Background: an optimization exercise with open tools, aiming at small area. Do not read the settings as production practice. Only simulation tests tie the RTL to the original design; equivalence was not proved. No activity file was given, so power comes from the tool's default toggle rates.

== JK ==
==> flow/design.v (excerpt) <==
module efpga_macc_pipe_regi
  # (
     parameter INPUT_WIDTH = 18,
     parameter OUTPUT_WIDTH = 40
     )
   (
    input             clk,
    input             resetn,
    input [17:0]      a,
    input [17:0]      b,
    output reg [39:0] y
    );
Size: about 930 cells after synthesis, roughly 0.011 mm^2 of cells after synthesis.
export LEC_CHECK = 0
export CAP_MARGIN = 0
export CORE_MARGIN = 2
export CORE_UTILIZATION = 40
export SLEW_MARGIN = 0
export SYNTH_HIERARCHICAL = 1
export BUFFER_PORTS_ARGS = -buffer_cell sky130_fd_sc_hd__buf_1
export CTS_ARGS = -sink_clustering_enable -repair_clock_nets -dont_use_dummy_load -buf_list sky130_fd_sc_hd__clkbuf_8
create_clock -name core_clock -period 6.5 [get_ports {clk}]
standard.sh (not shown) runs the stock make flow with config.mk's settings and CLKGATE_MAP_FILE= SYNTH_SCRIPT=/design/flow/synth_recipe.tcl, a recipe that flattens the netlist after the stock synthesis.
==> flow/flow/run.sh <==
#!/bin/bash
# Layout flow: the standard flow (standard.sh) with its synthesis unchanged,
# and these changes to how the layout is made:
#  - after synthesis, combinational cells that synthesis sized up are swapped
#    for the smallest cell of the same function (flow/downsize.tcl); the
#    flow's own timing repair sizes up again what needs it;
#  - the buffers that global placement puts on every input and output port
#    are sky130_fd_sc_hd__buf_1;
#  - clock tree synthesis inserts no dummy loads (CTS_EXTRA below).
# Each tool's output goes to a log of its own in this folder; ORFS also keeps
# each step's log under orfs/logs.
set -euo pipefail
cd "$(dirname "$0")/.."
CTS_EXTRA="-buf_list sky130_fd_sc_hd__clkbuf_8"
cat >> config.mk <<EOF
export BUFFER_PORTS_ARGS = -buffer_cell sky130_fd_sc_hd__buf_1
export CTS_ARGS = -sink_clustering_enable -repair_clock_nets -dont_use_dummy_load $CTS_EXTRA
EOF
bash standard.sh synth > synth.log 2>&1
DOWNSIZE_ODB=orfs/results/$FLOW_PLATFORM/efpga_macc_pipe_regi/base/1_synth.odb \
LIB=$FLOW_HOME/platforms/$FLOW_PLATFORM/lib/sky130_fd_sc_hd__tt_025C_1v80.lib \
  openroad -no_init -exit flow/downsize.tcl > downsize.log 2>&1
bash standard.sh > layout.log 2>&1
==> flow/flow/downsize.tcl <==
# Swap every combinational cell that synthesis sized up for the smallest cell
# of the same function (same name up to the drive-strength suffix). Registers
# are left alone. Timing repair later in the flow sizes up what needs it.
set odb $::env(DOWNSIZE_ODB)
read_liberty $::env(LIB)
read_db $odb
set block [ord::get_db_block]
set n 0
foreach inst [$block getInsts] {
  set m [[$inst getMaster] getName]
  if {![regexp {^(sky130_fd_sc_hd__([a-z0-9]+))_([0-9]+)$} $m -> base fn drive]} { continue }
  if {[regexp {^(df|sdf|edf|dl|sdl|clk|buf|conb|tap|fill|decap|lpflow|diode|probe|mux4|inv)} $fn]} { continue }
  if {$drive <= 1} { continue }
  foreach cand [list ${base}_1 ${base}_0] {
    set cm [[ord::get_db] findMaster $cand]
    if {$cm ne "NULL"} {
      $inst swapMaster $cm
      incr n
      break
    }
  }
}
puts "downsize: swapped $n instances"
write_db $odb
Every stage of the flow completed for JK, and the final layout passed the timing, design-rule and antenna checks.
> inputs changed (JK -> MS)
Settings: putting GPL_TIMING_DRIVEN at 0 where nothing was set.
==> comparison <==
Final cell count: higher on JK. Of JK and MS, the run reporting the lower highest attainable clock frequency was MS. Diff JK -> MS: buffering stage count on the worst path with inverters included dropped 1, total length of routed met3 wires dropped 200 um, headroom to the max-slew limit dropped 15 points. | total power | MS vs JK | 0.000089 W higher |.

Setup of harbor:
efpga_macc_pipe_regi, a different RTL version from the one above (not shown whole).
For scale: ~910 cells after synthesis, ~11000 um^2 of cells after synthesis.
Settings: LEC_CHECK=0, CAP_MARGIN=0, CORE_MARGIN=2, CORE_UTILIZATION=40, GPL_TIMING_DRIVEN=0, SLEW_MARGIN=0, SYNTH_HIERARCHICAL=1, BUFFER_PORTS_ARGS=-buffer_cell sky130_fd_sc_hd__buf_1, CTS_ARGS=-sink_clustering_enable -repair_clock_nets -dont_use_dummy_load -buf_list sky130_fd_sc_hd__clkbuf_8; clock period 6.5 ns.
Scripts as last shown in full above: flow/flow/run.sh, flow/flow/downsize.tcl
harbor closes out successfully: all stages finished, all timing, DRC and antenna checks passed.
Edits applied to the flow inputs when going from harbor to quartz:
- CTS_ARGS now -sink_clustering_enable -repair_clock_nets -dont_use_dummy_load -buf_list sky130_fd_sc_hd__clkbuf_8 -distance_between_buffers 200 -branching_point_buffers_distance 200, was -sink_clustering_enable -repair_clock_nets -dont_use_dummy_load -buf_list sky130_fd_sc_hd__clkbuf_8
--- a/flow/flow/run.sh
+++ b/flow/flow/run.sh
@@ -13,3 +13,3 @@
 cd "$(dirname "$0")/.."
-CTS_EXTRA="-buf_list sky130_fd_sc_hd__clkbuf_8"
+CTS_EXTRA="-buf_list sky130_fd_sc_hd__clkbuf_8 -distance_between_buffers 200 -branching_point_buffers_distance 200"
 cat >> config.mk <<EOF
[summary]
harbor and quartz ended up with nearly the same count of inverters not on the clock network in the layout. In terms of utilization after layout, harbor and quartz differ only marginally. In the flow results for harbor and quartz, the headroom to the max-slew limit is larger on quartz. Taking harbor as the reference point, the actual transition at the worst max-transition pin of quartz falls by 9.7 ps. Compared harbor against quartz; internal power within noise. Compared with harbor, in quartz area taken by flip-flops and latches level; post-route worst hold slack level. In quartz the wire length on met3 turned out 0.88% higher than in harbor. Comparing harbor with quartz, the summed area of non-filler cells in the final layout came out essentially unchanged. Relative to harbor, worst setup slack has gone down in quartz. Compared to harbor, the router laid down less metal wire for quartz.
### quartz -> fjord
- CTS_ARGS: -sink_clustering_enable -repair_clock_nets -dont_use_dummy_load -buf_list sky130_fd_sc_hd__clkbuf_8 -distance_between_buffers 200 -branching_point_buffers_distance 200 -> -sink_clustering_enable -repair_clock_nets -dont_use_dummy_load -buf_list sky130_fd_sc_hd__clkbuf_16 -sink_clustering_size 40 -sink_clustering_max_diameter 300 -sink_clustering_levels 1
--- a/flow/flow/run.sh
+++ b/flow/flow/run.sh
@@ -13,3 +13,3 @@
 cd "$(dirname "$0")/.."
-CTS_EXTRA="-buf_list sky130_fd_sc_hd__clkbuf_8 -distance_between_buffers 200 -branching_point_buffers_distance 200"
+CTS_EXTRA="-buf_list sky130_fd_sc_hd__clkbuf_16 -sink_clustering_size 40 -sink_clustering_max_diameter 300 -sink_clustering_levels 1"
 cat >> config.mk <<EOF
### Flow results
Compared with quartz, in fjord power per cell area increased 2.1%, fraction of layout cells with a size suffix above 1 grew by 0.40 points. In the flow results for fjord and quartz, the proportion of cell area occupied by registers is smaller on fjord. The core utilization number comes out lower for quartz vs fjord. Comparing the two runs side by side, fjord comes out ahead of quartz on register-to-register slack. fjord: maximum frequency higher than quartz. On number of iterations in the first detailed-routing pass, fjord and quartz are neck and neck. As of fjord, design area had risen slightly compared to quartz. The lower signed area change from the synthesized netlist to the final layout came out of quartz. Hold slack for fjord: 3.7 ps down relative to quartz.
Here is what was changed in the inputs of yarrow compared with fjord.
- CTS_ARGS now -sink_clustering_enable -repair_clock_nets -dont_use_dummy_load -buf_list sky130_fd_sc_hd__clkbuf_8 -sink_clustering_size 30 -sink_clustering_max_diameter 100, was -sink_clustering_enable -repair_clock_nets -dont_use_dummy_load -buf_list sky130_fd_sc_hd__clkbuf_16 -sink_clustering_size 40 -sink_clustering_max_diameter 300 -sink_clustering_levels 1
--- a/flow/flow/run.sh
+++ b/flow/flow/run.sh
@@ -13,3 +13,3 @@
 cd "$(dirname "$0")/.."
-CTS_EXTRA="-buf_list sky130_fd_sc_hd__clkbuf_16 -sink_clustering_size 40 -sink_clustering_max_diameter 300 -sink_clustering_levels 1"
+CTS_EXTRA="-buf_list sky130_fd_sc_hd__clkbuf_8 -sink_clustering_size 30 -sink_clustering_max_diameter 100"
 cat >> config.mk <<EOF
[summary]
Design area (yarrow vs. fjord) decreases slightly. Going from fjord to yarrow, the clock skew was found to have gone up by 4.9 ps. Higher leakage component of the power was reported by fjord, not yarrow. Maximum achievable frequency across yarrow and fjord: no real change. As far as number of vias after detailed routing is concerned, yarrow and fjord perform about the same.

==> what the ideal ports hide <==
How much do the figures lean on ideal ports? The routed layouts below were timed once more, with nothing changed but the port constraints.
Step 1 assumes that a clkbuf_16 drives the clock port and a buf_2 every other input.
Step 2 times the ports against the registers' clock, not the clock port: input delays grow and output delays shrink by t, the midpoint of the rising clock arrivals with the driver on.
Three values: ideal ports, drivers, drivers and shift; two values: the first two.
run	t (ns)	setup slack, ns	worst hold slack (ns)	worst slew at a driven data input, ns
JK	0.490	0.347 / 0.347 / 0.347	0.474 / 0.474 / 0.474	0.05
MS	0.493	0.258 / 0.258 / 0.258	0.467 / 0.467 / 0.467	0.04
harbor	0.484	0.323 / 0.323 / 0.323	0.470 / 0.470 / 0.470	0.04
quartz	0.498	0.309 / 0.309 / 0.309	0.470 / 0.470 / 0.470	0.04
fjord	0.468	0.330 / 0.330 / 0.330	0.466 / 0.466 / 0.466	0.04
yarrow	0.484	0.323 / 0.323 / 0.323	0.470 / 0.470 / 0.470	0.04
After both steps every run listed still meets setup and hold.
